This design comes from an exercise in tuning for small area, a short achievable clock period and few clock cycles on the open sky130 flow, not from production work. Function was checked by simulation only, so behaviour that the tests miss may differ from the original. Power is estimated from default activity; no workload was simulated.

<file path="config.mk">
export PLATFORM = sky130hd
export DESIGN_NAME = booth_mul
export DESIGN_NICKNAME = booth_mul
export VERILOG_FILES = /design/flow/design.v
export SDC_FILE = /design/flow/constraint.sdc
export NUM_CORES = 4
export LEC_CHECK = 0
export CAP_MARGIN = 20
export CORE_MARGIN = 2
export CORE_UTILIZATION = 50
export PLACE_DENSITY = 0.7
export SETUP_SLACK_MARGIN = 1.9
export SLEW_MARGIN = 20
</file>
<file path="constraint.sdc">
create_clock -name core_clock -period 5.0 [get_ports {clk}]
set_input_delay 1.0000 -clock core_clock [delete_from_list [all_inputs] [get_ports {clk}]]
set_output_delay 1.0000 -clock core_clock [all_outputs]
set_load 0.01 [all_outputs]
</file>
<file path="design.v">
module booth_mul(clk, rst, start, data_in, done, product);
  input clk, rst, start;
  input [31:0] data_in;
  output done;
  output [63:0] product;
  reg [31:0] M;              
  reg [31:0] Q;              
  reg [33:0] AS, AC;         
  reg [7:0] L1, L2;          
  reg [3:0] ONE, TWO, NEG;   
  reg        s_lm, s_lq, s_fin, s_dn;
  reg [3:0] st;             
  assign done = s_dn;
  assign product = {M, Q};
  wire s_st = |st;
  wire idle = ~(s_lm | s_lq | s_st | s_fin);
  reg g;
  wire [8:0] nx = s_lm ? {data_in[7:0], 1'b0} : Q[15:7];
  wire nb0_2 = nx[2], nb0_1 = nx[1], nb0_0 = nx[0];
  wire nb1_2 = nx[4], nb1_1 = nx[3], nb1_0 = nx[2];
  wire nb2_2 = nx[6], nb2_1 = nx[5], nb2_0 = nx[4];
  wire nb3_2 = nx[8], nb3_1 = nx[7], nb3_0 = nx[6];
  wire [3:0] n_one = {nb3_1 ^ nb3_0, nb2_1 ^ nb2_0, nb1_1 ^ nb1_0, nb0_1 ^ nb0_0};
  wire [3:0] n_two = {(nb3_2 & ~nb3_1 & ~nb3_0) | (~nb3_2 & nb3_1 & nb3_0), (nb2_2 & ~nb2_1 & ~nb2_0) | (~nb2_2 & nb2_1 & nb2_0), (nb1_2 & ~nb1_1 & ~nb1_0) | (~nb1_2 & nb1_1 & nb1_0), (nb0_2 & ~nb0_1 & ~nb0_0) | (~nb0_2 & nb0_1 & nb0_0)};
  wire [3:0] n_neg = {nb3_2 & ~(nb3_1 & nb3_0), nb2_2 & ~(nb2_1 & nb2_0), nb1_2 & ~(nb1_1 & nb1_0), nb0_2 & ~(nb0_1 & nb0_0)};
  wire [33:0] as_i = g ? {1'b1, 33'd0} : AS;
  wire [33:0] ac_i = g ? 34'd0 : AC;
  wire [8:0] lo = g ? 9'd0 : L1 + L2;
  wire loc = lo[8];
  wire [31:0] mx = st[0] ? data_in : M;
  wire [32:0] x0 = {mx[31], mx} ^ {33{NEG[0]}};
  wire [33:0] pp0;
  assign pp0[32:0] = ({33{ONE[0]}} & x0) | ({33{TWO[0]}} & {x0[31:0], NEG[0]});
  assign pp0[33] = ~pp0[32];
  wire [32:0] x1 = {mx[31], mx} ^ {33{NEG[1]}};
  wire [33:0] pp1;
  assign pp1[32:0] = ({33{ONE[1]}} & x1) | ({33{TWO[1]}} & {x1[31:0], NEG[1]});
  assign pp1[33] = ~pp1[32];
  wire [32:0] x2 = {mx[31], mx} ^ {33{NEG[2]}};
  wire [33:0] pp2;
  assign pp2[32:0] = ({33{ONE[2]}} & x2) | ({33{TWO[2]}} & {x2[31:0], NEG[2]});
  assign pp2[33] = ~pp2[32];
  wire [32:0] x3 = {mx[31], mx} ^ {33{NEG[3]}};
  wire [33:0] pp3;
  assign pp3[32:0] = ({33{ONE[3]}} & x3) | ({33{TWO[3]}} & {x3[31:0], NEG[3]});
  assign pp3[33] = ~pp3[32];
  wire s1, k2, s3, k4, s5, k6, s7, k8, s9, k10, s11, k12, s13, k14, s15, k16, s17, k18, s19, k20, s21, k22, s23, k24, s25, k26, s27, k28, s29, k30, s31, k32, s33, k34, s35, k36, s37, k38, s39, k40, s41, k42, s43, k44, s45, k46, s47, k48, s49, k50, s51, k52, s53, k54, s55, k56, s57, k58, s59, k60, s61, k62, s63, k64, s65, k66, s67, k68, s69, k70, s71, k72, s73, k74, s75, k76, s77, k78, s79, k80, s81, k82, s83, k84, s85, k86, s87, k88, s89, k90, s91, k92, s93, k94, s95, k96, s97, k98, s99, k100, s101, k102, s103, k104, s105, k106, s107, k108, s109, k110, s111, k112, s113, k114, s115, k116, s117, k118, s119, k120, s121, k122, s123, k124, s125, k126, s127, k128, s129, k130, s131, k132, s133, k134, s135, k136, s137, k138, s139, k140, s141, k142, s143, k144, s145, k146, s147, k148, s149, k150, s151, k152, s153, k154, s155, k156, s157, k158, s159, k160, s161, k162, s163, k164, s165, k166, s167, k168, s169, k170, s171, k172, s173, k174, s175, k176, s177, k178, s179, k180, s181, k182, s183, k184, s185, k186, s187, k188, s189, k190, s191, k192, s193, k194, s195, k196, s197, k198, s199, k200, s201, k202, s203, k204, s205, k206, s207, k208, s209, k210, s211, k212, s213, k214, s215, k216, s217, k218, s219, k220, s221, k222, s223, k224, s225, k226, s227, k228, s229, k230, s231, k232, s233, k234, s235, k236, s237, k238, s239, k240, s241, k242, s243, k244, s245, k246, s247, k248, s249, k250, s251, k252, s253, k254, s255, k256, s257, k258, s259, k260, s261, k262, s263, k264, s265, k266, s267, k268, s269, k270, s271, k272, s273, k274, s275, k276, s277, k278, s279, k280, s281, k282, s283, k284, s285, k286, s287, k288, s289, k290, s291, k292, s293, k294, s295, k296, s297, k298, s299, k300, s301, k302, s303, k304, s305, k306, s307, k308, s309, k310, s311, k312, s313, k314, s315, k316, s317, k318, s319, k320, s321, k322, s323, k324, s325, k326, s327, k328, s329, k330, s331, k332;
  assign s1 = ac_i[6] ^ as_i[6];
  assign k2 = ac_i[6] & as_i[6];
  assign s3 = ac_i[7] ^ as_i[7];
  assign k4 = ac_i[7] & as_i[7];
  assign s5 = ac_i[8] ^ as_i[8];
  assign k6 = ac_i[8] & as_i[8];
  assign s7 = ac_i[9] ^ as_i[9];
  assign k8 = ac_i[9] & as_i[9];
  assign s9 = ac_i[10] ^ as_i[10];
  assign k10 = ac_i[10] & as_i[10];
  assign s11 = ac_i[11] ^ as_i[11];
  assign k12 = ac_i[11] & as_i[11];
  assign s13 = ac_i[12] ^ as_i[12];
  assign k14 = ac_i[12] & as_i[12];
  assign s15 = ac_i[13] ^ as_i[13];
  assign k16 = ac_i[13] & as_i[13];
  assign s17 = ac_i[14] ^ as_i[14];
  assign k18 = ac_i[14] & as_i[14];
  assign s19 = ac_i[15] ^ as_i[15];
  assign k20 = ac_i[15] & as_i[15];
  assign s21 = ac_i[16] ^ as_i[16];
  assign k22 = ac_i[16] & as_i[16];
  assign s23 = ac_i[17] ^ as_i[17];
  assign k24 = ac_i[17] & as_i[17];
  assign s25 = ac_i[18] ^ as_i[18];
  assign k26 = ac_i[18] & as_i[18];
  assign s27 = ac_i[19] ^ as_i[19];
  assign k28 = ac_i[19] & as_i[19];
  assign s29 = ac_i[20] ^ as_i[20];
  assign k30 = ac_i[20] & as_i[20];
  assign s31 = ac_i[21] ^ as_i[21];
  assign k32 = ac_i[21] & as_i[21];
  assign s33 = ac_i[22] ^ as_i[22];
  assign k34 = ac_i[22] & as_i[22];
  assign s35 = ac_i[23] ^ as_i[23];
  assign k36 = ac_i[23] & as_i[23];
  assign s37 = ac_i[24] ^ as_i[24];
  assign k38 = ac_i[24] & as_i[24];
  assign s39 = ac_i[25] ^ as_i[25];
  assign k40 = ac_i[25] & as_i[25];
  assign s41 = ac_i[26] ^ as_i[26];
  assign k42 = ac_i[26] & as_i[26];
  assign s43 = ac_i[27] ^ as_i[27];
  assign k44 = ac_i[27] & as_i[27];
  assign s45 = ac_i[28] ^ as_i[28];
  assign k46 = ac_i[28] & as_i[28];
  assign s47 = ac_i[29] ^ as_i[29];
  assign k48 = ac_i[29] & as_i[29];
  assign s49 = ac_i[30] ^ as_i[30];
  assign k50 = ac_i[30] & as_i[30];
  assign s51 = ac_i[31] ^ as_i[31];
  assign k52 = ac_i[31] & as_i[31];
  assign s53 = ac_i[0] ^ as_i[0];
  assign k54 = ac_i[0] & as_i[0];
  assign s55 = ac_i[2] ^ as_i[2];
  assign k56 = ac_i[2] & as_i[2];
  assign s57 = ac_i[3] ^ as_i[3];
  assign k58 = ac_i[3] & as_i[3];
  assign s59 = ac_i[4] ^ as_i[4] ^ NEG[2];
  assign k60 = (ac_i[4] & as_i[4]) | (ac_i[4] & NEG[2]) | (as_i[4] & NEG[2]);
  assign s61 = pp0[4] ^ pp1[2];
  assign k62 = pp0[4] & pp1[2];
  assign s63 = ac_i[5] ^ as_i[5] ^ pp0[5];
  assign k64 = (ac_i[5] & as_i[5]) | (ac_i[5] & pp0[5]) | (as_i[5] & pp0[5]);
  assign s65 = pp1[3] ^ pp2[1];
  assign k66 = pp1[3] & pp2[1];
  assign s67 = NEG[3] ^ s1 ^ pp0[6];
  assign k68 = (NEG[3] & s1) | (NEG[3] & pp0[6]) | (s1 & pp0[6]);
  assign s69 = pp1[4] ^ pp2[2] ^ pp3[0];
  assign k70 = (pp1[4] & pp2[2]) | (pp1[4] & pp3[0]) | (pp2[2] & pp3[0]);
  assign s71 = k2 ^ s3 ^ pp0[7];
  assign k72 = (k2 & s3) | (k2 & pp0[7]) | (s3 & pp0[7]);
  assign s73 = pp1[5] ^ pp2[3] ^ pp3[1];
  assign k74 = (pp1[5] & pp2[3]) | (pp1[5] & pp3[1]) | (pp2[3] & pp3[1]);
  assign s75 = k4 ^ s5 ^ pp0[8];
  assign k76 = (k4 & s5) | (k4 & pp0[8]) | (s5 & pp0[8]);
  assign s77 = pp1[6] ^ pp2[4] ^ pp3[2];
  assign k78 = (pp1[6] & pp2[4]) | (pp1[6] & pp3[2]) | (pp2[4] & pp3[2]);
  assign s79 = k6 ^ s7 ^ pp0[9];
  assign k80 = (k6 & s7) | (k6 & pp0[9]) | (s7 & pp0[9]);
  assign s81 = pp1[7] ^ pp2[5] ^ pp3[3];
  assign k82 = (pp1[7] & pp2[5]) | (pp1[7] & pp3[3]) | (pp2[5] & pp3[3]);
  assign s83 = k8 ^ s9 ^ pp0[10];
  assign k84 = (k8 & s9) | (k8 & pp0[10]) | (s9 & pp0[10]);
  assign s85 = pp1[8] ^ pp2[6] ^ pp3[4];
  assign k86 = (pp1[8] & pp2[6]) | (pp1[8] & pp3[4]) | (pp2[6] & pp3[4]);
  assign s87 = k10 ^ s11 ^ pp0[11];
  assign k88 = (k10 & s11) | (k10 & pp0[11]) | (s11 & pp0[11]);
  assign s89 = pp1[9] ^ pp2[7] ^ pp3[5];
  assign k90 = (pp1[9] & pp2[7]) | (pp1[9] & pp3[5]) | (pp2[7] & pp3[5]);
  assign s91 = k12 ^ s13 ^ pp0[12];
  assign k92 = (k12 & s13) | (k12 & pp0[12]) | (s13 & pp0[12]);
  assign s93 = pp1[10] ^ pp2[8] ^ pp3[6];
  assign k94 = (pp1[10] & pp2[8]) | (pp1[10] & pp3[6]) | (pp2[8] & pp3[6]);
  assign s95 = k14 ^ s15 ^ pp0[13];
  assign k96 = (k14 & s15) | (k14 & pp0[13]) | (s15 & pp0[13]);
  assign s97 = pp1[11] ^ pp2[9] ^ pp3[7];
  assign k98 = (pp1[11] & pp2[9]) | (pp1[11] & pp3[7]) | (pp2[9] & pp3[7]);
  assign s99 = k16 ^ s17 ^ pp0[14];
  assign k100 = (k16 & s17) | (k16 & pp0[14]) | (s17 & pp0[14]);
  assign s101 = pp1[12] ^ pp2[10] ^ pp3[8];
  assign k102 = (pp1[12] & pp2[10]) | (pp1[12] & pp3[8]) | (pp2[10] & pp3[8]);
  assign s103 = k18 ^ s19 ^ pp0[15];
  assign k104 = (k18 & s19) | (k18 & pp0[15]) | (s19 & pp0[15]);
  assign s105 = pp1[13] ^ pp2[11] ^ pp3[9];
  assign k106 = (pp1[13] & pp2[11]) | (pp1[13] & pp3[9]) | (pp2[11] & pp3[9]);
  assign s107 = k20 ^ s21 ^ pp0[16];
  assign k108 = (k20 & s21) | (k20 & pp0[16]) | (s21 & pp0[16]);
  assign s109 = pp1[14] ^ pp2[12] ^ pp3[10];
  assign k110 = (pp1[14] & pp2[12]) | (pp1[14] & pp3[10]) | (pp2[12] & pp3[10]);
  assign s111 = k22 ^ s23 ^ pp0[17];
  assign k112 = (k22 & s23) | (k22 & pp0[17]) | (s23 & pp0[17]);
  assign s113 = pp1[15] ^ pp2[13] ^ pp3[11];
  assign k114 = (pp1[15] & pp2[13]) | (pp1[15] & pp3[11]) | (pp2[13] & pp3[11]);
  assign s115 = k24 ^ s25 ^ pp0[18];
  assign k116 = (k24 & s25) | (k24 & pp0[18]) | (s25 & pp0[18]);
  assign s117 = pp1[16] ^ pp2[14] ^ pp3[12];
  assign k118 = (pp1[16] & pp2[14]) | (pp1[16] & pp3[12]) | (pp2[14] & pp3[12]);
  assign s119 = k26 ^ s27 ^ pp0[19];
  assign k120 = (k26 & s27) | (k26 & pp0[19]) | (s27 & pp0[19]);
  assign s121 = pp1[17] ^ pp2[15] ^ pp3[13];
  assign k122 = (pp1[17] & pp2[15]) | (pp1[17] & pp3[13]) | (pp2[15] & pp3[13]);
  assign s123 = k28 ^ s29 ^ pp0[20];
  assign k124 = (k28 & s29) | (k28 & pp0[20]) | (s29 & pp0[20]);
  assign s125 = pp1[18] ^ pp2[16] ^ pp3[14];
  assign k126 = (pp1[18] & pp2[16]) | (pp1[18] & pp3[14]) | (pp2[16] & pp3[14]);
  assign s127 = k30 ^ s31 ^ pp0[21];
  assign k128 = (k30 & s31) | (k30 & pp0[21]) | (s31 & pp0[21]);
  assign s129 = pp1[19] ^ pp2[17] ^ pp3[15];
  assign k130 = (pp1[19] & pp2[17]) | (pp1[19] & pp3[15]) | (pp2[17] & pp3[15]);
  assign s131 = k32 ^ s33 ^ pp0[22];
  assign k132 = (k32 & s33) | (k32 & pp0[22]) | (s33 & pp0[22]);
  assign s133 = pp1[20] ^ pp2[18] ^ pp3[16];
  assign k134 = (pp1[20] & pp2[18]) | (pp1[20] & pp3[16]) | (pp2[18] & pp3[16]);
  assign s135 = k34 ^ s35 ^ pp0[23];
  assign k136 = (k34 & s35) | (k34 & pp0[23]) | (s35 & pp0[23]);
  assign s137 = pp1[21] ^ pp2[19] ^ pp3[17];
  assign k138 = (pp1[21] & pp2[19]) | (pp1[21] & pp3[17]) | (pp2[19] & pp3[17]);
  assign s139 = k36 ^ s37 ^ pp0[24];
  assign k140 = (k36 & s37) | (k36 & pp0[24]) | (s37 & pp0[24]);
  assign s141 = pp1[22] ^ pp2[20] ^ pp3[18];
  assign k142 = (pp1[22] & pp2[20]) | (pp1[22] & pp3[18]) | (pp2[20] & pp3[18]);
  assign s143 = k38 ^ s39 ^ pp0[25];
  assign k144 = (k38 & s39) | (k38 & pp0[25]) | (s39 & pp0[25]);
  assign s145 = pp1[23] ^ pp2[21] ^ pp3[19];
  assign k146 = (pp1[23] & pp2[21]) | (pp1[23] & pp3[19]) | (pp2[21] & pp3[19]);
  assign s147 = k40 ^ s41 ^ pp0[26];
  assign k148 = (k40 & s41) | (k40 & pp0[26]) | (s41 & pp0[26]);
  assign s149 = pp1[24] ^ pp2[22] ^ pp3[20];
  assign k150 = (pp1[24] & pp2[22]) | (pp1[24] & pp3[20]) | (pp2[22] & pp3[20]);
  assign s151 = k42 ^ s43 ^ pp0[27];
  assign k152 = (k42 & s43) | (k42 & pp0[27]) | (s43 & pp0[27]);
  assign s153 = pp1[25] ^ pp2[23] ^ pp3[21];
  assign k154 = (pp1[25] & pp2[23]) | (pp1[25] & pp3[21]) | (pp2[23] & pp3[21]);
  assign s155 = k44 ^ s45 ^ pp0[28];
  assign k156 = (k44 & s45) | (k44 & pp0[28]) | (s45 & pp0[28]);
  assign s157 = pp1[26] ^ pp2[24] ^ pp3[22];
  assign k158 = (pp1[26] & pp2[24]) | (pp1[26] & pp3[22]) | (pp2[24] & pp3[22]);
  assign s159 = k46 ^ s47 ^ pp0[29];
  assign k160 = (k46 & s47) | (k46 & pp0[29]) | (s47 & pp0[29]);
  assign s161 = pp1[27] ^ pp2[25] ^ pp3[23];
  assign k162 = (pp1[27] & pp2[25]) | (pp1[27] & pp3[23]) | (pp2[25] & pp3[23]);
  assign s163 = k48 ^ s49 ^ pp0[30];
  assign k164 = (k48 & s49) | (k48 & pp0[30]) | (s49 & pp0[30]);
  assign s165 = pp1[28] ^ pp2[26] ^ pp3[24];
  assign k166 = (pp1[28] & pp2[26]) | (pp1[28] & pp3[24]) | (pp2[26] & pp3[24]);
  assign s167 = k50 ^ s51 ^ pp0[31];
  assign k168 = (k50 & s51) | (k50 & pp0[31]) | (s51 & pp0[31]);
  assign s169 = pp1[29] ^ pp2[27] ^ pp3[25];
  assign k170 = (pp1[29] & pp2[27]) | (pp1[29] & pp3[25]) | (pp2[27] & pp3[25]);
  assign s171 = as_i[32] ^ k52 ^ pp0[32];
  assign k172 = (as_i[32] & k52) | (as_i[32] & pp0[32]) | (k52 & pp0[32]);
  assign s173 = pp1[30] ^ pp2[28] ^ pp3[26];
  assign k174 = (pp1[30] & pp2[28]) | (pp1[30] & pp3[26]) | (pp2[28] & pp3[26]);
  assign s175 = as_i[33] ^ pp0[33] ^ pp1[31];
  assign k176 = (as_i[33] & pp0[33]) | (as_i[33] & pp1[31]) | (pp0[33] & pp1[31]);
  assign s177 = pp2[29] ^ pp3[27];
  assign k178 = pp2[29] & pp3[27];
  assign s179 = 1'b1 ^ pp1[32] ^ pp2[30];
  assign k180 = (1'b1 & pp1[32]) | (1'b1 & pp2[30]) | (pp1[32] & pp2[30]);
  assign s181 = NEG[0] ^ s53;
  assign k182 = NEG[0] & s53;
  assign s183 = ac_i[1] ^ as_i[1] ^ k54;
  assign k184 = (ac_i[1] & as_i[1]) | (ac_i[1] & k54) | (as_i[1] & k54);
  assign s185 = NEG[1] ^ s55 ^ pp0[2];
  assign k186 = (NEG[1] & s55) | (NEG[1] & pp0[2]) | (s55 & pp0[2]);
  assign s187 = k56 ^ s57 ^ pp0[3];
  assign k188 = (k56 & s57) | (k56 & pp0[3]) | (s57 & pp0[3]);
  assign s189 = k58 ^ s59 ^ pp2[0];
  assign k190 = (k58 & s59) | (k58 & pp2[0]) | (s59 & pp2[0]);
  assign s191 = k60 ^ k62 ^ s65;
  assign k192 = (k60 & k62) | (k60 & s65) | (k62 & s65);
  assign s193 = k66 ^ k64 ^ s67;
  assign k194 = (k66 & k64) | (k66 & s67) | (k64 & s67);
  assign s195 = k68 ^ k70 ^ s71;
  assign k196 = (k68 & k70) | (k68 & s71) | (k70 & s71);
  assign s197 = k72 ^ k74 ^ s75;
  assign k198 = (k72 & k74) | (k72 & s75) | (k74 & s75);
  assign s199 = k76 ^ k78 ^ s79;
  assign k200 = (k76 & k78) | (k76 & s79) | (k78 & s79);
  assign s201 = k80 ^ k82 ^ s83;
  assign k202 = (k80 & k82) | (k80 & s83) | (k82 & s83);
  assign s203 = k84 ^ k86 ^ s87;
  assign k204 = (k84 & k86) | (k84 & s87) | (k86 & s87);
  assign s205 = k88 ^ k90 ^ s91;
  assign k206 = (k88 & k90) | (k88 & s91) | (k90 & s91);
  assign s207 = k92 ^ k94 ^ s95;
  assign k208 = (k92 & k94) | (k92 & s95) | (k94 & s95);
  assign s209 = k96 ^ k98 ^ s101;
  assign k210 = (k96 & k98) | (k96 & s101) | (k98 & s101);
  assign s211 = k100 ^ k102 ^ s103;
  assign k212 = (k100 & k102) | (k100 & s103) | (k102 & s103);
  assign s213 = k104 ^ k106 ^ s107;
  assign k214 = (k104 & k106) | (k104 & s107) | (k106 & s107);
  assign s215 = k108 ^ k110 ^ s111;
  assign k216 = (k108 & k110) | (k108 & s111) | (k110 & s111);
  assign s217 = k112 ^ k114 ^ s115;
  assign k218 = (k112 & k114) | (k112 & s115) | (k114 & s115);
  assign s219 = k116 ^ k118 ^ s119;
  assign k220 = (k116 & k118) | (k116 & s119) | (k118 & s119);
  assign s221 = k120 ^ k122 ^ s123;
  assign k222 = (k120 & k122) | (k120 & s123) | (k122 & s123);
  assign s223 = k124 ^ k126 ^ s127;
  assign k224 = (k124 & k126) | (k124 & s127) | (k126 & s127);
  assign s225 = k128 ^ k130 ^ s131;
  assign k226 = (k128 & k130) | (k128 & s131) | (k130 & s131);
  assign s227 = k132 ^ k134 ^ s135;
  assign k228 = (k132 & k134) | (k132 & s135) | (k134 & s135);
  assign s229 = k136 ^ k138 ^ s139;
  assign k230 = (k136 & k138) | (k136 & s139) | (k138 & s139);
  assign s231 = k140 ^ k142 ^ s143;
  assign k232 = (k140 & k142) | (k140 & s143) | (k142 & s143);
  assign s233 = k144 ^ k146 ^ s147;
  assign k234 = (k144 & k146) | (k144 & s147) | (k146 & s147);
  assign s235 = k148 ^ k150 ^ s151;
  assign k236 = (k148 & k150) | (k148 & s151) | (k150 & s151);
  assign s237 = k152 ^ k154 ^ s155;
  assign k238 = (k152 & k154) | (k152 & s155) | (k154 & s155);
  assign s239 = k156 ^ k158 ^ s159;
  assign k240 = (k156 & k158) | (k156 & s159) | (k158 & s159);
  assign s241 = k160 ^ k162 ^ s163;
  assign k242 = (k160 & k162) | (k160 & s163) | (k162 & s163);
  assign s243 = k164 ^ k166 ^ s167;
  assign k244 = (k164 & k166) | (k164 & s167) | (k166 & s167);
  assign s245 = k168 ^ k170 ^ s171;
  assign k246 = (k168 & k170) | (k168 & s171) | (k170 & s171);
  assign s247 = s177 ^ k172 ^ k174;
  assign k248 = (s177 & k172) | (s177 & k174) | (k172 & k174);
  assign s249 = pp3[28] ^ k178 ^ k176;
  assign k250 = (pp3[28] & k178) | (pp3[28] & k176) | (k178 & k176);
  assign s251 = pp1[33] ^ pp2[31] ^ pp3[29];
  assign k252 = (pp1[33] & pp2[31]) | (pp1[33] & pp3[29]) | (pp2[31] & pp3[29]);
  assign s253 = 1'b1 ^ pp2[32];
  assign k254 = 1'b1 & pp2[32];
  assign s255 = s181 ^ loc;
  assign k256 = s181 & loc;
  assign s257 = k182 ^ pp0[1] ^ s183;
  assign k258 = (k182 & pp0[1]) | (k182 & s183) | (pp0[1] & s183);
  assign s259 = k184 ^ pp1[0] ^ s185;
  assign k260 = (k184 & pp1[0]) | (k184 & s185) | (pp1[0] & s185);
  assign s261 = pp1[1] ^ k186 ^ s187;
  assign k262 = (pp1[1] & k186) | (pp1[1] & s187) | (k186 & s187);
  assign s263 = s61 ^ k188 ^ s189;
  assign k264 = (s61 & k188) | (s61 & s189) | (k188 & s189);
  assign s265 = k190 ^ s63 ^ s191;
  assign k266 = (k190 & s63) | (k190 & s191) | (s63 & s191);
  assign s267 = s69 ^ k192 ^ s193;
  assign k268 = (s69 & k192) | (s69 & s193) | (k192 & s193);
  assign s269 = s73 ^ k194 ^ s195;
  assign k270 = (s73 & k194) | (s73 & s195) | (k194 & s195);
  assign s271 = s77 ^ k196 ^ s197;
  assign k272 = (s77 & k196) | (s77 & s197) | (k196 & s197);
  assign s273 = s81 ^ k198 ^ s199;
  assign k274 = (s81 & k198) | (s81 & s199) | (k198 & s199);
  assign s275 = s85 ^ k200 ^ s201;
  assign k276 = (s85 & k200) | (s85 & s201) | (k200 & s201);
  assign s277 = s89 ^ k202 ^ s203;
  assign k278 = (s89 & k202) | (s89 & s203) | (k202 & s203);
  assign s279 = s93 ^ k204 ^ s205;
  assign k280 = (s93 & k204) | (s93 & s205) | (k204 & s205);
  assign s281 = s97 ^ k206 ^ s207;
  assign k282 = (s97 & k206) | (s97 & s207) | (k206 & s207);
  assign s283 = s99 ^ k208 ^ s209;
  assign k284 = (s99 & k208) | (s99 & s209) | (k208 & s209);
  assign s285 = s105 ^ k210 ^ s211;
  assign k286 = (s105 & k210) | (s105 & s211) | (k210 & s211);
  assign s287 = s109 ^ k212 ^ s213;
  assign k288 = (s109 & k212) | (s109 & s213) | (k212 & s213);
  assign s289 = s113 ^ k214 ^ s215;
  assign k290 = (s113 & k214) | (s113 & s215) | (k214 & s215);
  assign s291 = s117 ^ k216 ^ s217;
  assign k292 = (s117 & k216) | (s117 & s217) | (k216 & s217);
  assign s293 = s121 ^ k218 ^ s219;
  assign k294 = (s121 & k218) | (s121 & s219) | (k218 & s219);
  assign s295 = s125 ^ k220 ^ s221;
  assign k296 = (s125 & k220) | (s125 & s221) | (k220 & s221);
  assign s297 = s129 ^ k222 ^ s223;
  assign k298 = (s129 & k222) | (s129 & s223) | (k222 & s223);
  assign s299 = s133 ^ k224 ^ s225;
  assign k300 = (s133 & k224) | (s133 & s225) | (k224 & s225);
  assign s301 = s137 ^ k226 ^ s227;
  assign k302 = (s137 & k226) | (s137 & s227) | (k226 & s227);
  assign s303 = s141 ^ k228 ^ s229;
  assign k304 = (s141 & k228) | (s141 & s229) | (k228 & s229);
  assign s305 = s145 ^ k230 ^ s231;
  assign k306 = (s145 & k230) | (s145 & s231) | (k230 & s231);
  assign s307 = s149 ^ k232 ^ s233;
  assign k308 = (s149 & k232) | (s149 & s233) | (k232 & s233);
  assign s309 = s153 ^ k234 ^ s235;
  assign k310 = (s153 & k234) | (s153 & s235) | (k234 & s235);
  assign s311 = s157 ^ k236 ^ s237;
  assign k312 = (s157 & k236) | (s157 & s237) | (k236 & s237);
  assign s313 = s161 ^ k238 ^ s239;
  assign k314 = (s161 & k238) | (s161 & s239) | (k238 & s239);
  assign s315 = s165 ^ k240 ^ s241;
  assign k316 = (s165 & k240) | (s165 & s241) | (k240 & s241);
  assign s317 = s169 ^ k242 ^ s243;
  assign k318 = (s169 & k242) | (s169 & s243) | (k242 & s243);
  assign s319 = s173 ^ k244 ^ s245;
  assign k320 = (s173 & k244) | (s173 & s245) | (k244 & s245);
  assign s321 = s175 ^ k246 ^ s247;
  assign k322 = (s175 & k246) | (s175 & s247) | (k246 & s247);
  assign s323 = s179 ^ k248 ^ s249;
  assign k324 = (s179 & k248) | (s179 & s249) | (k248 & s249);
  assign s325 = k180 ^ s251 ^ k250;
  assign k326 = (k180 & s251) | (k180 & k250) | (s251 & k250);
  assign s327 = pp3[30] ^ s253 ^ k252;
  assign k328 = (pp3[30] & s253) | (pp3[30] & k252) | (s253 & k252);
  assign s329 = pp2[33] ^ pp3[31] ^ k254;
  assign k330 = (pp2[33] & pp3[31]) | (pp2[33] & k254) | (pp3[31] & k254);
  assign s331 = 1'b1 ^ pp3[32];
  assign k332 = 1'b1 & pp3[32];
  wire [7:0] t_l1 = {k268, k266, k264, k262, k260, k258, k256, pp0[0]};
  wire [7:0] t_l2 = {s269, s267, s265, s263, s261, s259, s257, s255};
  wire [33:0] t_h1 = {1'b0, 1'b1, pp3[33], s331, s329, s327, k324, k322, k320, k318, k316, k314, k312, k310, k308, k306, k304, k302, k300, k298, k296, k294, k292, k290, k288, k286, k284, k282, k280, k278, k276, k274, k272, k270};
  wire [33:0] t_h2 = {1'b0, 1'b0, k332, k330, k328, k326, s325, s323, s321, s319, s317, s315, s313, s311, s309, s307, s305, s303, s301, s299, s297, s295, s293, s291, s289, s287, s285, s283, s281, s279, s277, s275, s273, s271};
  wire [39:0] fsum;
  fadd u_fadd(.x({AS[31:0], L1}), .y({AC[31:0], L2}), .s(fsum));
  always @(posedge clk) begin
    if (rst) begin
      s_lm <= 1'b0; s_lq <= 1'b0; st <= 4'd0; s_fin <= 1'b0; s_dn <= 1'b0; g <= 1'b1;
    end else begin
      s_lm <= idle & start;
      s_lq <= 1'b0;
      st <= {st[2:0], s_lm};
      s_fin <= st[3];
      g <= ~s_st;
      if (idle & start) s_dn <= 1'b0;
      else if (s_fin) s_dn <= 1'b1;
    end
  end
  always @(posedge clk) begin
    ONE <= n_one; TWO <= n_two; NEG <= n_neg;
    AS <= t_h1; AC <= t_h2;
    L1 <= t_l1; L2 <= t_l2;
  end
  always @(posedge clk) begin
    if (s_st) M <= mx;
    else if (s_fin) M <= fsum[39:8];
  end
  always @(posedge clk) begin
    if (s_lm) Q <= data_in;
    else if (s_st | s_fin) Q <= {lo[7:0], Q[31:8]};
  end
endmodule
module fadd_p(input [39:0] x, y, input cin, output [40:0] s);
  wire [39:0] g0 = x & y;
  wire [39:0] p0 = x ^ y;
  wire G1 = g0[0] | (p0[0] & cin);
  wire P1 = 1'b0;
  wire G2 = g0[2] | (p0[2] & g0[1]);
  wire P2 = p0[2] & p0[1];
  wire G3 = g0[4] | (p0[4] & g0[3]);
  wire P3 = p0[4] & p0[3];
  wire G4 = g0[6] | (p0[6] & g0[5]);
  wire P4 = p0[6] & p0[5];
  wire G5 = g0[8] | (p0[8] & g0[7]);
  wire P5 = p0[8] & p0[7];
  wire G6 = g0[10] | (p0[10] & g0[9]);
  wire P6 = p0[10] & p0[9];
  wire G7 = g0[12] | (p0[12] & g0[11]);
  wire P7 = p0[12] & p0[11];
  wire G8 = g0[14] | (p0[14] & g0[13]);
  wire P8 = p0[14] & p0[13];
  wire G9 = g0[16] | (p0[16] & g0[15]);
  wire P9 = p0[16] & p0[15];
  wire G10 = g0[18] | (p0[18] & g0[17]);
  wire P10 = p0[18] & p0[17];
  wire G11 = g0[20] | (p0[20] & g0[19]);
  wire P11 = p0[20] & p0[19];
  wire G12 = g0[22] | (p0[22] & g0[21]);
  wire P12 = p0[22] & p0[21];
  wire G13 = g0[24] | (p0[24] & g0[23]);
  wire P13 = p0[24] & p0[23];
  wire G14 = g0[26] | (p0[26] & g0[25]);
  wire P14 = p0[26] & p0[25];
  wire G15 = g0[28] | (p0[28] & g0[27]);
  wire P15 = p0[28] & p0[27];
  wire G16 = g0[30] | (p0[30] & g0[29]);
  wire P16 = p0[30] & p0[29];
  wire G17 = g0[32] | (p0[32] & g0[31]);
  wire P17 = p0[32] & p0[31];
  wire G18 = g0[34] | (p0[34] & g0[33]);
  wire P18 = p0[34] & p0[33];
  wire G19 = g0[36] | (p0[36] & g0[35]);
  wire P19 = p0[36] & p0[35];
  wire G20 = g0[38] | (p0[38] & g0[37]);
  wire P20 = p0[38] & p0[37];
  wire G21 = g0[1] | (p0[1] & G1);
  wire P21 = p0[1] & P1;
  wire G22 = G2 | (P2 & G1);
  wire P22 = P2 & P1;
  wire G23 = g0[5] | (p0[5] & G3);
  wire P23 = p0[5] & P3;
  wire G24 = G4 | (P4 & G3);
  wire P24 = P4 & P3;
  wire G25 = g0[9] | (p0[9] & G5);
  wire P25 = p0[9] & P5;
  wire G26 = G6 | (P6 & G5);
  wire P26 = P6 & P5;
  wire G27 = g0[13] | (p0[13] & G7);
  wire P27 = p0[13] & P7;
  wire G28 = G8 | (P8 & G7);
  wire P28 = P8 & P7;
  wire G29 = g0[17] | (p0[17] & G9);
  wire P29 = p0[17] & P9;
  wire G30 = G10 | (P10 & G9);
  wire P30 = P10 & P9;
  wire G31 = g0[21] | (p0[21] & G11);
  wire P31 = p0[21] & P11;
  wire G32 = G12 | (P12 & G11);
  wire P32 = P12 & P11;
  wire G33 = g0[25] | (p0[25] & G13);
  wire P33 = p0[25] & P13;
  wire G34 = G14 | (P14 & G13);
  wire P34 = P14 & P13;
  wire G35 = g0[29] | (p0[29] & G15);
  wire P35 = p0[29] & P15;
  wire G36 = G16 | (P16 & G15);
  wire P36 = P16 & P15;
  wire G37 = g0[33] | (p0[33] & G17);
  wire P37 = p0[33] & P17;
  wire G38 = G18 | (P18 & G17);
  wire P38 = P18 & P17;
  wire G39 = g0[37] | (p0[37] & G19);
  wire P39 = p0[37] & P19;
  wire G40 = G20 | (P20 & G19);
  wire P40 = P20 & P19;
  wire G41 = g0[3] | (p0[3] & G22);
  wire P41 = p0[3] & P22;
  wire G42 = G3 | (P3 & G22);
  wire P42 = P3 & P22;
  wire G43 = G23 | (P23 & G22);
  wire P43 = P23 & P22;
  wire G44 = G24 | (P24 & G22);
  wire P44 = P24 & P22;
  wire G45 = g0[11] | (p0[11] & G26);
  wire P45 = p0[11] & P26;
  wire G46 = G7 | (P7 & G26);
  wire P46 = P7 & P26;
  wire G47 = G27 | (P27 & G26);
  wire P47 = P27 & P26;
  wire G48 = G28 | (P28 & G26);
  wire P48 = P28 & P26;
  wire G49 = g0[19] | (p0[19] & G30);
  wire P49 = p0[19] & P30;
  wire G50 = G11 | (P11 & G30);
  wire P50 = P11 & P30;
  wire G51 = G31 | (P31 & G30);
  wire P51 = P31 & P30;
  wire G52 = G32 | (P32 & G30);
  wire P52 = P32 & P30;
  wire G53 = g0[27] | (p0[27] & G34);
  wire P53 = p0[27] & P34;
  wire G54 = G15 | (P15 & G34);
  wire P54 = P15 & P34;
  wire G55 = G35 | (P35 & G34);
  wire P55 = P35 & P34;
  wire G56 = G36 | (P36 & G34);
  wire P56 = P36 & P34;
  wire G57 = g0[35] | (p0[35] & G38);
  wire P57 = p0[35] & P38;
  wire G58 = G19 | (P19 & G38);
  wire P58 = P19 & P38;
  wire G59 = G39 | (P39 & G38);
  wire P59 = P39 & P38;
  wire G60 = G40 | (P40 & G38);
  wire P60 = P40 & P38;
  wire G61 = g0[7] | (p0[7] & G44);
  wire P61 = p0[7] & P44;
  wire G62 = G5 | (P5 & G44);
  wire P62 = P5 & P44;
  wire G63 = G25 | (P25 & G44);
  wire P63 = P25 & P44;
  wire G64 = G26 | (P26 & G44);
  wire P64 = P26 & P44;
  wire G65 = G45 | (P45 & G44);
  wire P65 = P45 & P44;
  wire G66 = G46 | (P46 & G44);
  wire P66 = P46 & P44;
  wire G67 = G47 | (P47 & G44);
  wire P67 = P47 & P44;
  wire G68 = G48 | (P48 & G44);
  wire P68 = P48 & P44;
  wire G69 = g0[23] | (p0[23] & G52);
  wire P69 = p0[23] & P52;
  wire G70 = G13 | (P13 & G52);
  wire P70 = P13 & P52;
  wire G71 = G33 | (P33 & G52);
  wire P71 = P33 & P52;
  wire G72 = G34 | (P34 & G52);
  wire P72 = P34 & P52;
  wire G73 = G53 | (P53 & G52);
  wire P73 = P53 & P52;
  wire G74 = G54 | (P54 & G52);
  wire P74 = P54 & P52;
  wire G75 = G55 | (P55 & G52);
  wire P75 = P55 & P52;
  wire G76 = G56 | (P56 & G52);
  wire P76 = P56 & P52;
  wire G77 = g0[39] | (p0[39] & G60);
  wire P77 = p0[39] & P60;
  wire G78 = g0[15] | (p0[15] & G68);
  wire P78 = p0[15] & P68;
  wire G79 = G9 | (P9 & G68);
  wire P79 = P9 & P68;
  wire G80 = G29 | (P29 & G68);
  wire P80 = P29 & P68;
  wire G81 = G30 | (P30 & G68);
  wire P81 = P30 & P68;
  wire G82 = G49 | (P49 & G68);
  wire P82 = P49 & P68;
  wire G83 = G50 | (P50 & G68);
  wire P83 = P50 & P68;
  wire G84 = G51 | (P51 & G68);
  wire P84 = P51 & P68;
  wire G85 = G52 | (P52 & G68);
  wire P85 = P52 & P68;
  wire G86 = G69 | (P69 & G68);
  wire P86 = P69 & P68;
  wire G87 = G70 | (P70 & G68);
  wire P87 = P70 & P68;
  wire G88 = G71 | (P71 & G68);
  wire P88 = P71 & P68;
  wire G89 = G72 | (P72 & G68);
  wire P89 = P72 & P68;
  wire G90 = G73 | (P73 & G68);
  wire P90 = P73 & P68;
  wire G91 = G74 | (P74 & G68);
  wire P91 = P74 & P68;
  wire G92 = G75 | (P75 & G68);
  wire P92 = P75 & P68;
  wire G93 = G76 | (P76 & G68);
  wire P93 = P76 & P68;
  wire G94 = g0[31] | (p0[31] & G93);
  wire P94 = p0[31] & P93;
  wire G95 = G17 | (P17 & G93);
  wire P95 = P17 & P93;
  wire G96 = G37 | (P37 & G93);
  wire P96 = P37 & P93;
  wire G97 = G38 | (P38 & G93);
  wire P97 = P38 & P93;
  wire G98 = G57 | (P57 & G93);
  wire P98 = P57 & P93;
  wire G99 = G58 | (P58 & G93);
  wire P99 = P58 & P93;
  wire G100 = G59 | (P59 & G93);
  wire P100 = P59 & P93;
  wire G101 = G60 | (P60 & G93);
  wire P101 = P60 & P93;
  wire G102 = G77 | (P77 & G93);
  wire P102 = P77 & P93;
  assign s = {G102, p0[39] ^ G101, p0[38] ^ G100, p0[37] ^ G99, p0[36] ^ G98, p0[35] ^ G97, p0[34] ^ G96, p0[33] ^ G95, p0[32] ^ G94, p0[31] ^ G93, p0[30] ^ G92, p0[29] ^ G91, p0[28] ^ G90, p0[27] ^ G89, p0[26] ^ G88, p0[25] ^ G87, p0[24] ^ G86, p0[23] ^ G85, p0[22] ^ G84, p0[21] ^ G83, p0[20] ^ G82, p0[19] ^ G81, p0[18] ^ G80, p0[17] ^ G79, p0[16] ^ G78, p0[15] ^ G68, p0[14] ^ G67, p0[13] ^ G66, p0[12] ^ G65, p0[11] ^ G64, p0[10] ^ G63, p0[9] ^ G62, p0[8] ^ G61, p0[7] ^ G44, p0[6] ^ G43, p0[5] ^ G42, p0[4] ^ G41, p0[3] ^ G22, p0[2] ^ G21, p0[1] ^ G1, p0[0] ^ cin};
endmodule
module fadd(x, y, s);
  input [39:0] x, y;
  output [39:0] s;
  wire [40:0] w;
  fadd_p u(.x(x), .y(y), .cin(1'b0), .s(w));
  assign s = w[39:0];
endmodule
</file>
<file path="flow/run.sh">
#!/bin/bash
# Own layout flow: the standard layout (standard.sh) with three changes:
#  - synthesis: the same script (synth_recipe.tcl), except that Yosys's synth
#    runs its fine stage without its quick "abc -fast" mapping, so that the
#    full adders of the carry-save tree reach ORFS's extract_fa step intact;
#    ORFS's own abc mapping afterwards is unchanged. Registers, their names and
#    cells are those of the standard synthesis.
#  - after synthesis, flow/polarity.py removes inverters around the full-adder
#    cells (a full adder is self-dual);
#  - the input and output ports are buffered by sky130_fd_sc_hd__buf_1.
# Runs in the standard flow's work folder; each tool's output goes to a log file here.
set -euo pipefail
work=$(pwd)
res=$work/orfs/results/sky130hd/booth_mul/base
cp config.mk flow_config.mk
echo "export BUFFER_PORTS_ARGS = -buffer_cell sky130_fd_sc_hd__buf_1" >> flow_config.mk
sed 's#^proc synth {args} { yosys synth -nofsm -noshare {\*}\$args }#proc synth {args} { if {[lsearch -exact $args fine:] >= 0} { yosys synth -nofsm -noshare -noabc {*}$args } else { yosys synth -nofsm -noshare {*}$args } }#' synth_recipe.tcl > flow_synth.tcl
grep -q -- "-noabc" flow_synth.tcl
sed "s#${work}/config.mk#${work}/flow_config.mk#g; s#${work}/synth_recipe.tcl#${work}/flow_synth.tcl#g" standard.sh > flow_standard.sh
grep -q flow_config.mk flow_standard.sh
grep -q flow_synth.tcl flow_standard.sh
bash flow_standard.sh "$res/1_2_yosys.v" > flow_synth.log 2>&1
cp "$res/1_2_yosys.v" yosys_synth.v
python3 flow/polarity.py yosys_synth.v "$res/1_2_yosys.v" > flow_polarity.log 2>&1
touch "$res/1_2_yosys.v"
bash flow_standard.sh > flow_standard.log 2>&1
</file>
<file path="flow/polarity.py">
#!/usr/bin/env python3
"""Remove inverters around full-adder cells in a mapped Yosys netlist.

A full adder is self-dual: FA(~a, ~b, ~c) = (~sum, ~cout). Yosys's extract_fa
often leaves fa cells with inverters on their inputs or outputs. This pass
chooses, for each fa cell, whether to use it "flipped" (its input pins take the
complement of the logical inputs and its output nets carry the complement of
the logical outputs), so as to minimise the number of inverters, and rebuilds
the inverters: one per signal that some pin needs inverted. It also gives
flip-flops (dfxtp) that drive many pins the strongest drive of their cell.

usage: polarity.py IN.v OUT.v
"""
import re
import sys

UPSIZE_FANOUT = 12
INV = re.compile(r"^sky130_fd_sc_hd__(inv|clkinv)_\d+$")
FA = re.compile(r"^sky130_fd_sc_hd__fa_\d+$")
OUTPINS = {"X", "Y", "Q", "Q_N", "SUM", "COUT", "HI", "LO", "GCLK"}

src = open(sys.argv[1]).read()
m = re.search(r"^module\s+(\w+)\s*\((.*?)\);", src, re.S | re.M)
top_start = m.start()
body_start = m.end()
end = src.rindex("endmodule")
body = src[body_start:end]

decls = []
cells = []
pos = 0
cell_re = re.compile(r"\s*(sky130_fd_sc_hd__\w+)\s+(\S+)\s*\((.*?)\);", re.S)
decl_re = re.compile(r"\s*(input|output|wire|inout)\b[^;]*;", re.S)
while True:
    mm = decl_re.match(body, pos)
    if mm:
        decls.append(mm.group(0).strip())
        pos = mm.end()
        continue
    mm = cell_re.match(body, pos)
    if mm:
        pins = re.findall(r"\.(\w+)\(([^()]*)\)", mm.group(3))
        cells.append([mm.group(1), mm.group(2), [(p, n.strip()) for p, n in pins]])
        pos = mm.end()
        continue
    if body[pos:].strip() == "":
        break
    raise SystemExit("polarity.py: cannot parse netlist near: " + body[pos:pos + 200])

# output port nets
outports = set()
for d in decls:
    mo = re.match(r"output\s*(\[(\d+):(\d+)\])?\s*(\w+)\s*;", d)
    if mo:
        if mo.group(1):
            hi, lo = int(mo.group(2)), int(mo.group(3))
            for i in range(min(hi, lo), max(hi, lo) + 1):
                outports.add("%s[%d]" % (mo.group(4), i))
        else:
            outports.add(mo.group(4))

driver = {}
for idx, (typ, name, pins) in enumerate(cells):
    for p, n in pins:
        if p in OUTPINS:
            driver[n] = (idx, p)

# collapsible inverters: output not a port net
collapse = set()
for idx, (typ, name, pins) in enumerate(cells):
    if INV.match(typ):
        d = dict(pins)
        if d["Y"] not in outports:
            collapse.add(idx)


def resolve(n):
    ph = 0
    seen = 0
    while n in driver and driver[n][0] in collapse:
        n = dict(cells[driver[n][0]][2])["A"]
        ph ^= 1
        seen += 1
        if seen > 100:
            raise SystemExit("inverter loop")
    return n, ph


fa_cells = [i for i, c in enumerate(cells) if FA.match(c[0])]
# fa cells driving a port net directly are not flipped
fixed = set()
for i in fa_cells:
    for p, n in cells[i][2]:
        if p in OUTPINS and n in outports:
            fixed.add(i)

# sinks: (cell idx, pin) -> (base, phase); every input pin of a kept cell
sinks = []
for idx, (typ, name, pins) in enumerate(cells):
    if idx in collapse:
        continue
    for k, (p, n) in enumerate(pins):
        if p in OUTPINS:
            continue
        if re.match(r"^\d+'", n) or n == "":
            continue
        b, ph = resolve(n)
        sinks.append([idx, k, b, ph])

fa_out = {}
for i in fa_cells:
    for p, n in cells[i][2]:
        if p in OUTPINS:
            fa_out[n] = i

flip = set()
by_base = {}
for s in sinks:
    by_base.setdefault(s[2], []).append(s)
by_cell = {}
for s in sinks:
    by_cell.setdefault(s[0], []).append(s)


def need(s):
    """physical phase sink s needs from its base net"""
    ph = s[3]
    if s[0] in flip:
        ph ^= 1
    if s[2] in fa_out and fa_out[s[2]] in flip:
        ph ^= 1
    return ph


def cost_bases(bases):
    return sum(1 for b in bases if any(need(s) for s in by_base.get(b, [])))


def affected(i):
    bs = set(s[2] for s in by_cell.get(i, []))
    for p, n in cells[i][2]:
        if p in OUTPINS:
            bs.add(n)
    return bs


import random


def descend():
    changed = True
    rounds = 0
    while changed and rounds < 50:
        changed = False
        rounds += 1
        for i in fa_cells:
            if i in fixed:
                continue
            bs = affected(i)
            c0 = cost_bases(bs)
            flip.symmetric_difference_update({i})
            c1 = cost_bases(bs)
            if c1 < c0:
                changed = True
            else:
                flip.symmetric_difference_update({i})


rng = random.Random(1)
free = [i for i in fa_cells if i not in fixed]
descend()
best = (cost_bases(by_base.keys()), set(flip))
for trial in range(60):
    flip.clear()
    flip.update(i for i in free if rng.random() < 0.5)
    descend()
    c = cost_bases(by_base.keys())
    if c < best[0]:
        best = (c, set(flip))
flip.clear()
flip.update(best[1])
after = cost_bases(by_base.keys())

# rebuild: inverted copy of each base that needs one
invnet = {}
# reuse an existing collapsed inverter output net that carries ~base
for idx in collapse:
    d = dict(cells[idx][2])
    b, ph = resolve(d["Y"])
    if ph == 1 and b not in invnet:
        invnet[b] = d["Y"]
newwires = []
newcells = []
cnt = 0
for b, ss in by_base.items():
    if any(need(s) for s in ss):
        if b not in invnet:
            cnt += 1
            w = "_polw%d_" % cnt
            invnet[b] = w
            newwires.append(w)
for s in sinks:
    idx, k, b, ph = s
    p, n = cells[idx][2][k]
    cells[idx][2][k] = (p, invnet[b] if need(s) else b)
k = 0
for b, ss in by_base.items():
    if any(need(s) for s in ss):
        k += 1
        newcells.append(("sky130_fd_sc_hd__inv_1", "_polinv%d_" % k, [("A", b), ("Y", invnet[b])]))

# flip-flops that drive many pins (through synthesis buffers, which the
# placement step removes) get the strongest drive of their cell type
BUF = re.compile(r"^sky130_fd_sc_hd__(buf|clkbuf)_\d+$")
sinkcount = {}
for idx, (typ, name, pins) in enumerate(cells):
    for p, n in pins:
        if p not in OUTPINS:
            sinkcount[n] = sinkcount.get(n, 0) + 1
bufout = {}
for idx, (typ, name, pins) in enumerate(cells):
    if BUF.match(typ):
        d = dict(pins)
        bufout.setdefault(d["A"], []).append(d["X"])


def fanout(n, depth=0):
    tot = 0
    for o in bufout.get(n, []):
        tot += fanout(o, depth + 1) - 1
    return sinkcount.get(n, 0) + tot


upsized = 0
for c in cells:
    if c[0] == "sky130_fd_sc_hd__dfxtp_1":
        q = dict(c[2]).get("Q")
        if q is not None and fanout(q) >= UPSIZE_FANOUT:
            c[0] = "sky130_fd_sc_hd__dfxtp_4"
            upsized += 1


def nm(n):
    return n + " " if n.startswith("\\") else n


out = [src[:body_start]]
for d in decls:
    out.append("  " + d)
for w in newwires:
    out.append("  wire %s;" % w)
for idx, (typ, name, pins) in enumerate(cells):
    if idx in collapse:
        continue
    out.append("  %s %s (\n%s\n  );" % (typ, name, ",\n".join("    .%s(%s)" % (p, nm(n)) for p, n in pins)))
for typ, name, pins in newcells:
    out.append("  %s %s (\n%s\n  );" % (typ, name, ",\n".join("    .%s(%s)" % (p, nm(n)) for p, n in pins)))
out.append("endmodule\n")
open(sys.argv[2], "w").write("\n".join(out))
print("polarity.py: %d flip-flops upsized" % upsized)
print("polarity.py: %d fa cells, %d flipped; inverters %d -> %d (collapsed %d)" %
      (len(fa_cells), len(flip), len(collapse), after, len(collapse)))
</file>
<file path="standard.sh">
#!/bin/bash
# synth_recipe.tcl (not shown) runs the flow's synth.tcl, then flattens the netlist and writes it again
# the make line also repeats each setting of config.mk as NAME=value (left out here)
make -C /OpenROAD-flow-scripts/flow DESIGN_CONFIG=/design/flow/config.mk WORK_HOME=/design/flow/orfs CLKGATE_MAP_FILE= SYNTH_SCRIPT=/design/flow/synth_recipe.tcl "${@:-finish}"
</file>
==> impl_metrics.ini, run 1 <==
[status]
status = finished clean

[floorplan]
die_h_um = 164
die_area_mm2 = 0.0269
rows = 58
die_w_um = 164
top_level_ports = 100
initial_utilization_pct = 50.9
design.core.area_mm2 = 0.0252

[synth]
synth_nets = 1355
synthCells = 1108
postSynthAreaPerCell_um2 = 11.6
netlist_area_mm2 = 0.0128
yosysWarnings = 1

[setup_path]
worst-setup-path-type = in -> reg
worst_r2r_startpoint = st[0]
rrSetupSlack_ns = 1.97
critPathLaunchType = input pin
reg2reg_depth = 7
cp.required_ns = 5.31
critPathMaxFanout = 5
cp.arrival_ns = 3.37
r2r-end = AC[22]
crit_path_end_kind = flip-flop

[placed_design]
hpwl_um = 26500
portBuffers = 99
place_congestion = 0.946

[timing]
period_minus_slack_ns = 3.06
timing.final.crit_share_pct = 61.2
max_slew.worst_pin.slew_ns = 1.07
fin_skew_ns = 0.0167
rsz0062_at_grt = yes
whs_ns = 0.486
hold_viol = 0
finalSetupViolCount = 0
fmax_mhz = 327
fin_setup_tns_ns = 0
drv_slew = 0
relSlewSlack_pct = 28.8

[global_routing]
grt_use_total_pct = 26.9
antenna_found_initial = 0
grt_max_degree = 69
grt_overflow = 0
grt_pass1_vias = 9266
grt_pass1_wl_um = 53800

[clocking]
clk_pin_slew_ns = 0.07
cts.sinks = 163
postCtsHoldBufs = 0
cts_buffer_depth = 2
cts-root-buf = clkbuf_16
cts.htree.levels = 4
cts_tree = yes
cts_buffers = 17
clock_latency_ns = 0.45

[pwr]
ir_drop_mv = 0.414
cellPowerDensity_mw_per_mm2 = 670
leakagePower_uw = 0.00591

[route]
firstDrtPassIters = 5
drc = 0
first_iter_violations = 662
detail_route.wirelength_um = 34600
vias = 9005
viasPerCell = 5.92
antenna_left = 0
wl_per_cell_um = 22.8

[final_layout]
diodes = 0
drive_above_1_share_pct = 11.7
final_nets = 1425
area_growth_syn_to_layout_pct = 13.8

[hold_path]
hold_end = st[2]
hold_path.startpoint = st[1]
worst_hold_path.num_cells = 1
hold_class = reg -> reg

[flow_run]
cap_violations = 0
==> how the worst max path moves through the flow <==
stage	slack, ns	endpoint	cells after the start	start
3_3_place_gp	1.30	AC[1]	6	st[0]
6_report	1.94	AC[13]	7	data_in[19]
4_1_cts	1.93	M[24]	11	AS[12]
2_1_floorplan	1.89	AC[17]	8	st[0]
5_1_grt	1.87	M[23]	12	AC[2]
3_5_place_dp	1.30	AC[2]	6	st[0]
==> repair_timing <==
| action | CTS | global route |
|---|---|---|
| pin swaps | 2 | 0 |
| resized for setup | 4 | 9 |
| setup endpoints to repair | 118 | 26 |
| gates cloned | 0 | 2 |
| setup buffers | 6 | 9 |
==> stage by stage <==
stage	power, uW	instances	utilization [%]	setup slack [ns]	area [um^2]
6_report	9780	1521	57.9	1.94	14600
3_5_place_dp	8360	1472	54.7	1.30	13800
3_3_place_gp	8220	1472	54.7	1.30	13800
5_1_grt	10600	1521	57.9	1.87	14600
2_1_floorplan	6730	1108	-	1.89	13200
4_1_cts	9740	1510	57.3	1.93	14400
==> critical path, cell delays in order <==
cell and delay, ns:
buf_1 0.16, mux2i_4 0.30, xnor2_1 0.17, a22o_1 0.27, fa_1 0.48, fa_1 0.58, fa_1 0.42
==> where the power goes <==
part / switching [uW] / internal [uW]
clock: 627 / 659
sequential: 589 / 2050
combinational: 3140 / 2710
==> placed cells by master, fill, tap and decap left out, drive strengths merged, types with 39 or more instances in the layout <==
cell type	instances
xnor2	142
fa	132
a22o	129
buf	117
dfxtp	99
ha	80
nor2b	76
edfxtp	64
mux2i	54
nor2	39
==> layout make-up <==
cell class / instances / area [um^2]
Clock inverter: 15 / 136
Multi-Input combinational cell: 849 / 8930
Tap cell: 330 / 413
Timing Repair Buffer: 120 / 623
Clock buffer: 17 / 425
Inverter: 27 / 101
Fill cell: 2116 / 10600
Sequential cell: 163 / 3960
==> routing by layer <==
layer	part of all wire (%)	global-route usage (%)	vias up
li1	-	-	4096
met1	40	33.3	4551
met2	51	47.0	295
met3	5.2	4.24	63
met4	3.4	10.4	0
met5	0	0	-
==> flip-flops by register name, summed over array words and instances (netlist names) <==
| name | cells |
|---|---|
| M | 32 |
| L1 | 8 |
| s_fin | 1 |
| s_dn | 1 |
| AS | 31 |
| Q | 32 |
| TWO | 4 |
| st | 4 |
| AC | 32 |
| L2 | 8 |
| NEG | 4 |
| ONE | 4 |
| s_lm | 1 |
| g | 1 |
Testbench counts, summed over its fixed seeds: cycles 11,200.
==> inputs of run 2 (changes only) <==
--- a/flow/polarity.py
+++ b/flow/polarity.py
@@ -6,15 +6,13 @@
 chooses, for each fa cell, whether to use it "flipped" (its input pins take the
 complement of the logical inputs and its output nets carry the complement of
 the logical outputs), so as to minimise the number of inverters, and rebuilds
-the inverters: one per signal that some pin needs inverted. It also gives
-flip-flops (dfxtp) that drive many pins the strongest drive of their cell.
+the inverters: one per signal that some pin needs inverted.
 
 usage: polarity.py IN.v OUT.v
 """
 import re
 import sys
 
-UPSIZE_FANOUT = 12
 INV = re.compile(r"^sky130_fd_sc_hd__(inv|clkinv)_\d+$")
 FA = re.compile(r"^sky130_fd_sc_hd__fa_\d+$")
 OUTPINS = {"X", "Y", "Q", "Q_N", "SUM", "COUT", "HI", "LO", "GCLK"}
@@ -209,37 +207,6 @@
         k += 1
         newcells.append(("sky130_fd_sc_hd__inv_1", "_polinv%d_" % k, [("A", b), ("Y", invnet[b])]))
 
-# flip-flops that drive many pins (through synthesis buffers, which the
-# placement step removes) get the strongest drive of their cell type
-BUF = re.compile(r"^sky130_fd_sc_hd__(buf|clkbuf)_\d+$")
-sinkcount = {}
-for idx, (typ, name, pins) in enumerate(cells):
-    for p, n in pins:
-        if p not in OUTPINS:
-            sinkcount[n] = sinkcount.get(n, 0) + 1
-bufout = {}
-for idx, (typ, name, pins) in enumerate(cells):
-    if BUF.match(typ):
-        d = dict(pins)
-        bufout.setdefault(d["A"], []).append(d["X"])
-
-
-def fanout(n, depth=0):
-    tot = 0
-    for o in bufout.get(n, []):
-        tot += fanout(o, depth + 1) - 1
-    return sinkcount.get(n, 0) + tot
-
-
-upsized = 0
-for c in cells:
-    if c[0] == "sky130_fd_sc_hd__dfxtp_1":
-        q = dict(c[2]).get("Q")
-        if q is not None and fanout(q) >= UPSIZE_FANOUT:
-            c[0] = "sky130_fd_sc_hd__dfxtp_4"
-            upsized += 1
-
-
 def nm(n):
     return n + " " if n.startswith("\\") else n
 
@@ -257,6 +224,5 @@
     out.append("  %s %s (\n%s\n  );" % (typ, name, ",\n".join("    .%s(%s)" % (p, nm(n)) for p, n in pins)))
 out.append("endmodule\n")
 open(sys.argv[2], "w").write("\n".join(out))
-print("polarity.py: %d flip-flops upsized" % upsized)
 print("polarity.py: %d fa cells, %d flipped; inverters %d -> %d (collapsed %d)" %
       (len(fa_cells), len(flip), len(collapse), after, len(collapse)))
--- a/config.mk
+++ b/config.mk
@@ -9,5 +9,5 @@
 export CORE_MARGIN = 2
 export CORE_UTILIZATION = 50
 export PLACE_DENSITY = 0.7
-export SETUP_SLACK_MARGIN = 1.9
+export SETUP_SLACK_MARGIN = 2.0
 export SLEW_MARGIN = 20
==> run 2 against run 1 <==
  * Critical path depth rose by 1
  * Sequential share of layout area is 1.9 points lower
  * Clock power grew 8%
  * Combinational power rose by 14%
  * Clock-buffer cell count up 4
  * Worst hold slack improved by 0.010 ns
  * Die area shrank 0.43%
  * Register-to-register slack better by 0.02 ns
  * Synthesized cell count unchanged
  * First-iteration DRC count up 3.5%
  * Power increased by 7.8%
  * Critical path type unchanged
  * Largest cell class unchanged
  * Highest routed layer unchanged
==> impl_metrics.ini, run 2 <==
[status]
status = finished clean

[hold_path]
worst_hold_path.num_cells = 1
hold_class = reg -> reg
hold_path.startpoint = st[1]
hold_end = st[2]

[final_layout]
area_growth_syn_to_layout_pct = 21.8
layout_commonest_cell = a22o_1
final_core_util_pct = 61.9
reg_top3 = AC: 32 flops, M: 32 flops, Q: 32 flops
drive_above_1_share_pct = 20.7
most-common-layout-cells = a22o_1, xnor2_1, fa_1
diodes = 0
final_cells = 1578
final_nets = 1482

[global_routing]
antenna_found_initial = 0
grt_use_total_pct = 27.5
grt_max_degree = 40
grt_overflow = 0
grt_pass1_wl_um = 54600
grt_pass1_vias = 9662

[pwr]
leakagePower_uw = 0.00638
ir_drop_mv = 0.410
cellPowerDensity_mw_per_mm2 = 678
totalPowerFinal_uw = 10500

[route]
vias = 9293
first_iter_violations = 685
wl_per_cell_um = 23.1
antenna_left = 0
viasPerCell = 5.89
detail_route.wirelength_um = 36400
drc = 0
firstDrtPassIters = 6

[floorplan]
die_area_mm2 = 0.0268
die_h_um = 164
rows = 58
die_w_um = 164
initial_utilization_pct = 50.8
top_level_ports = 100
design.core.area_mm2 = 0.0251

[setup_path]
worst-setup-path-type = in -> reg
rrSetupSlack_ns = 1.99
critPathMaxFanout = 5
cp.required_ns = 5.32
crit_start = data_in[11]
worst_r2r_startpoint = st[0]
crit_path_end_kind = flip-flop
cp.arrival_ns = 3.35
r2r-end = AC[22]
reg2reg_depth = 8
critPathLaunchType = input pin

[synth]
netlist_area_mm2 = 0.0128
synth_nets = 1355
synthCells = 1108
yosysWarnings = 1
postSynthAreaPerCell_um2 = 11.5

[timing]
relSlewSlack_pct = 45.6
fin_skew_ns = 0.0109
finalSetupViolCount = 0
period_minus_slack_ns = 3.03
drv_slew = 0
setup_slack_ns = 1.97
fmax_mhz = 330
rsz0062_at_grt = yes
hold_viol = 0
max_slew.worst_pin.slew_ns = 0.815
fin_setup_tns_ns = 0
timing.final.crit_share_pct = 60.7

[clocking]
clock_latency_ns = 0.44
cts-root-buf = clkbuf_16
clk_pin_slew_ns = 0.07
cts_buffers = 17
cts.sinks = 163
postCtsHoldBufs = 0
cts_tree = yes
cts_buffer_depth = 2
cts.htree.levels = 4

[placed_design]
portBuffers = 99
place_inst = 1486
dp_slack_ns = 1.43
place_congestion = 0.918
hpwl_um = 27500

[flow_run]
cap_violations = 0
[run 2: power breakdown]
group | switching [uW] | leakage (uW) | internal, uW
Clock | 609 | 0.000309 | 783
Sequential | 462 | 0.00143 | 2050
Combinational | 3570 | 0.00464 | 3080
[run 2: through the flow]
| stage | hold slack (ns) | area (um^2) |
|---|---|---|
| final | 0.496 | 15500 |
| after CTS | 0.493 | 14900 |
| after floorplan | 0.451 | 13200 |
| after global placement | 0.475 | 13900 |
| after detailed placement | 0.484 | 13900 |
| after global routing | 0.509 | 15500 |
[run 2: worst max-delay path, cell delays in order]
cell	delay, ns
buf_1	0.22
mux2i_4	0.13
buf_12	0.16
xnor2_2	0.13
a22o_1	0.26
fa_1	0.56
fa_1	0.44
fa_1	0.44
[run 2: routing by layer]
metal | vias to the layer above | GRT usage [%] | part of all wire [%]
met4 | 0 | 9.93 | 3.4
met5 | - | 0 | 0
met3 | 77 | 4.49 | 4.9
met1 | 4684 | 33.0 | 40
met2 | 336 | 49.6 | 52
li1 | 4196 | - | -
[run 2: layout make-up]
type / count / area, um^2
fill: 1961 / 9560
sequential: 163 / 3930
clock buffer: 21 / 503
multi-input combinational: 849 / 9290
timing repair buffer: 177 / 1200
clock inverter: 11 / 110
inverter: 27 / 101
tap: 330 / 413
[run 2: worst max path at each step]
stage                     endpoint  cells after the start
after floorplan             AC[17]                      6
after global placement      AC[22]                      7
after detailed placement     AC[1]                      7
after CTS                    AC[1]                      8
after global routing          M[5]                      9
final                        AC[6]                      8
[run 2: repair_timing]
action	CTS	global route
resized for setup	32	69
setup buffers	29	30
endpoints found under the setup margin	86	53
pin swaps	6	29
cloned	1	0
endpoints found under the hold margin	0	0
==> inputs of run 3 (changes only) <==
--- a/config.mk
+++ b/config.mk
@@ -9,5 +9,5 @@
 export CORE_MARGIN = 2
 export CORE_UTILIZATION = 50
 export PLACE_DENSITY = 0.7
-export SETUP_SLACK_MARGIN = 2.0
+export SETUP_SLACK_MARGIN = 1.6
 export SLEW_MARGIN = 20
==> run 3 against run 2 <==
  * Utilization fell by 5.5 points
  * Wire length decreased by 4.9%
  * Non-clock buffer count down 58
  * Maximum frequency down 9.0%
  * Combinational power decreased by 8.6%
  * Clock skew increased by 0.011 ns
  * Global-route usage shrank 0.86 points
  * Clock-buffer cell count down 3
  * Critical path depth is 1 lower
  * Setup slack worse by 0.30 ns
  * Sequential power about the same
  * Largest cell class unchanged
  * Largest power group unchanged
==> impl_metrics.ini, run 3 <==
[hold_path]
hold_path.startpoint = st[3]
hold_end = s_fin
hold_class = reg -> reg
worst_hold_path.num_cells = 1

[route]
detail_route.wirelength_um = 34700
drc = 0
vias = 8959
viasPerCell = 5.89
wl_per_cell_um = 22.8
first_iter_violations = 692
antenna_left = 0
firstDrtPassIters = 5

[timing]
hold_viol = 0
timing.final.crit_share_pct = 66.7
fin_skew_ns = 0.0219
max_slew.worst_pin.slew_ns = 1.06
finalSetupViolCount = 0
rsz0062_at_grt = no
fin_setup_tns_ns = 0
setup_slack_ns = 1.66
relSlewSlack_pct = 29.3
period_minus_slack_ns = 3.34
fmax_mhz = 300
drv_slew = 0

[clocking]
cts.sinks = 163
clock_latency_ns = 0.44
cts_tree = yes
clk_pin_slew_ns = 0.08
cts_buffer_depth = 2
cts_buffers = 17
cts-root-buf = clkbuf_16
cts.htree.levels = 4

[final_layout]
most-common-layout-cells = xnor2_1, fa_1, a22o_1
layout_commonest_cell = xnor2_1
final_core_util_pct = 56.4
drive_above_1_share_pct = 9.33
diodes = 0
area_growth_syn_to_layout_pct = 11.0
final_nets = 1424
reg_top3 = AC: 32 flops, M: 32 flops, Q: 32 flops

[floorplan]
top_level_ports = 100
design.core.area_mm2 = 0.0251
die_area_mm2 = 0.0268
die_w_um = 164
die_h_um = 164
initial_utilization_pct = 50.8
rows = 58

[global_routing]
grt_pass1_vias = 9379
grt_overflow = 0
grt_max_degree = 42
antenna_found_initial = 1
grt_use_total_pct = 26.6
grt_pass1_wl_um = 53000

[placed_design]
dp_slack_ns = 1.10
portBuffers = 99
place_congestion = 0.922
hpwl_um = 26900

[synth]
postSynthAreaPerCell_um2 = 11.5
yosysWarnings = 1
synth_nets = 1355
netlist_area_mm2 = 0.0128
synthCells = 1108

[setup_path]
crit_path_end_kind = flip-flop
r2r-end = M[24]
worst-setup-path-type = in -> reg
worst_r2r_startpoint = AS[8]
rrSetupSlack_ns = 1.74
critPathMaxFanout = 5
cp.arrival_ns = 3.63
critPathLaunchType = input pin
cp.required_ns = 5.30
reg2reg_depth = 11
crit_start = data_in[25]

[flow_run]
cap_violations = 0

[pwr]
leakagePower_uw = 0.00585
cellPowerDensity_mw_per_mm2 = 698
ir_drop_mv = 0.347

[status]
status = finished clean
[run 3: worst max-delay path, cell delays in order]
cell	delay, ns
buf_1	0.12
mux2i_1	0.56
xnor2_1	0.18
a22o_1	0.28
fa_1	0.57
fa_1	0.43
fa_1	0.49
[run 3: final cells by class]
cell class                      instances  area (um^2)
Clock buffer                           18          429
Tap cell                              330          413
Fill cell                            2139        10900
Inverter                               27          101
Clock inverter                         14          140
Multi-Input combinational cell        849         8600
Sequential cell                       163         3920
Timing Repair Buffer                  119          559
[run 3: power breakdown]
part | total [uW] | switching [uW] | leakage, uW | internal, uW
Sequential | 2480 | 439 | 0.00143 | 2050
Clock | 1330 | 623 | 0.000282 | 704
Combinational | 6070 | 3380 | 0.00413 | 2690
[run 3: metal layers]
metal | global-route usage [%] | routed length (um) | up-vias
li1 | - | - | 4073
met1 | 33.3 | 13900 | 4510
met2 | 45.3 | 17500 | 294
met3 | 5.05 | 1840 | 82
met4 | 11.1 | 1430 | 0
met5 | 0 | 0 | -
[run 3: how the worst max path moves through the flow]
| stage | cells after the start | endpoint |
|---|---|---|
| after floorplan | 6 | AC[5] |
| final | 7 | AC[18] |
| after global placement | 6 | AC[21] |
| after global routing | 7 | AC[16] |
| after detailed placement | 6 | AC[20] |
| after CTS | 6 | AC[21] |
[run 3: through the flow]
stage,total power (uW),hold WS (ns),cell area [um^2],cells
detailed placement,8460,0.483,13400,1484
finish,9880,0.490,14200,1520
CTS,9860,0.493,14100,1520
global placement,8290,0.471,13400,1484
floorplan,6610,0.451,12800,1108
global route,10600,0.498,14200,1520
[run 3: repair_timing]
item | in CTS | in global routing
gates resized for setup | 21 | 7
hold buffers | 0 | 0
setup endpoints to repair | 62 | 33
pin swaps | 0 | 0
setup buffers | 4 | 0

## afterwards: timing with drivers on the ports
How much do the figures lean on ideal ports? The routed layouts below were timed once more, with nothing changed but the port constraints.
Step 1 sets driving cells, clkbuf_16 on the clock port and buf_2 on the other inputs (assumed; they add their load-dependent delay and slew).
Step 2 also shifts input and output timing later by t, the mid clock arrival at the registers, as if the neighbouring blocks saw the same clock.
a / b / c = no drivers / after step 1 / after step 2; a / b = the first two.
run | t (ns) | slack for setup (ns)
run 1 | 0.485 | 1.940 / 1.957 / 1.472
run 2 | 0.486 | 1.965 / 1.992 / 1.510
run 3 | 0.484 | 1.664 / 1.693 / 1.209
After both steps setup and hold are still met in every run listed.
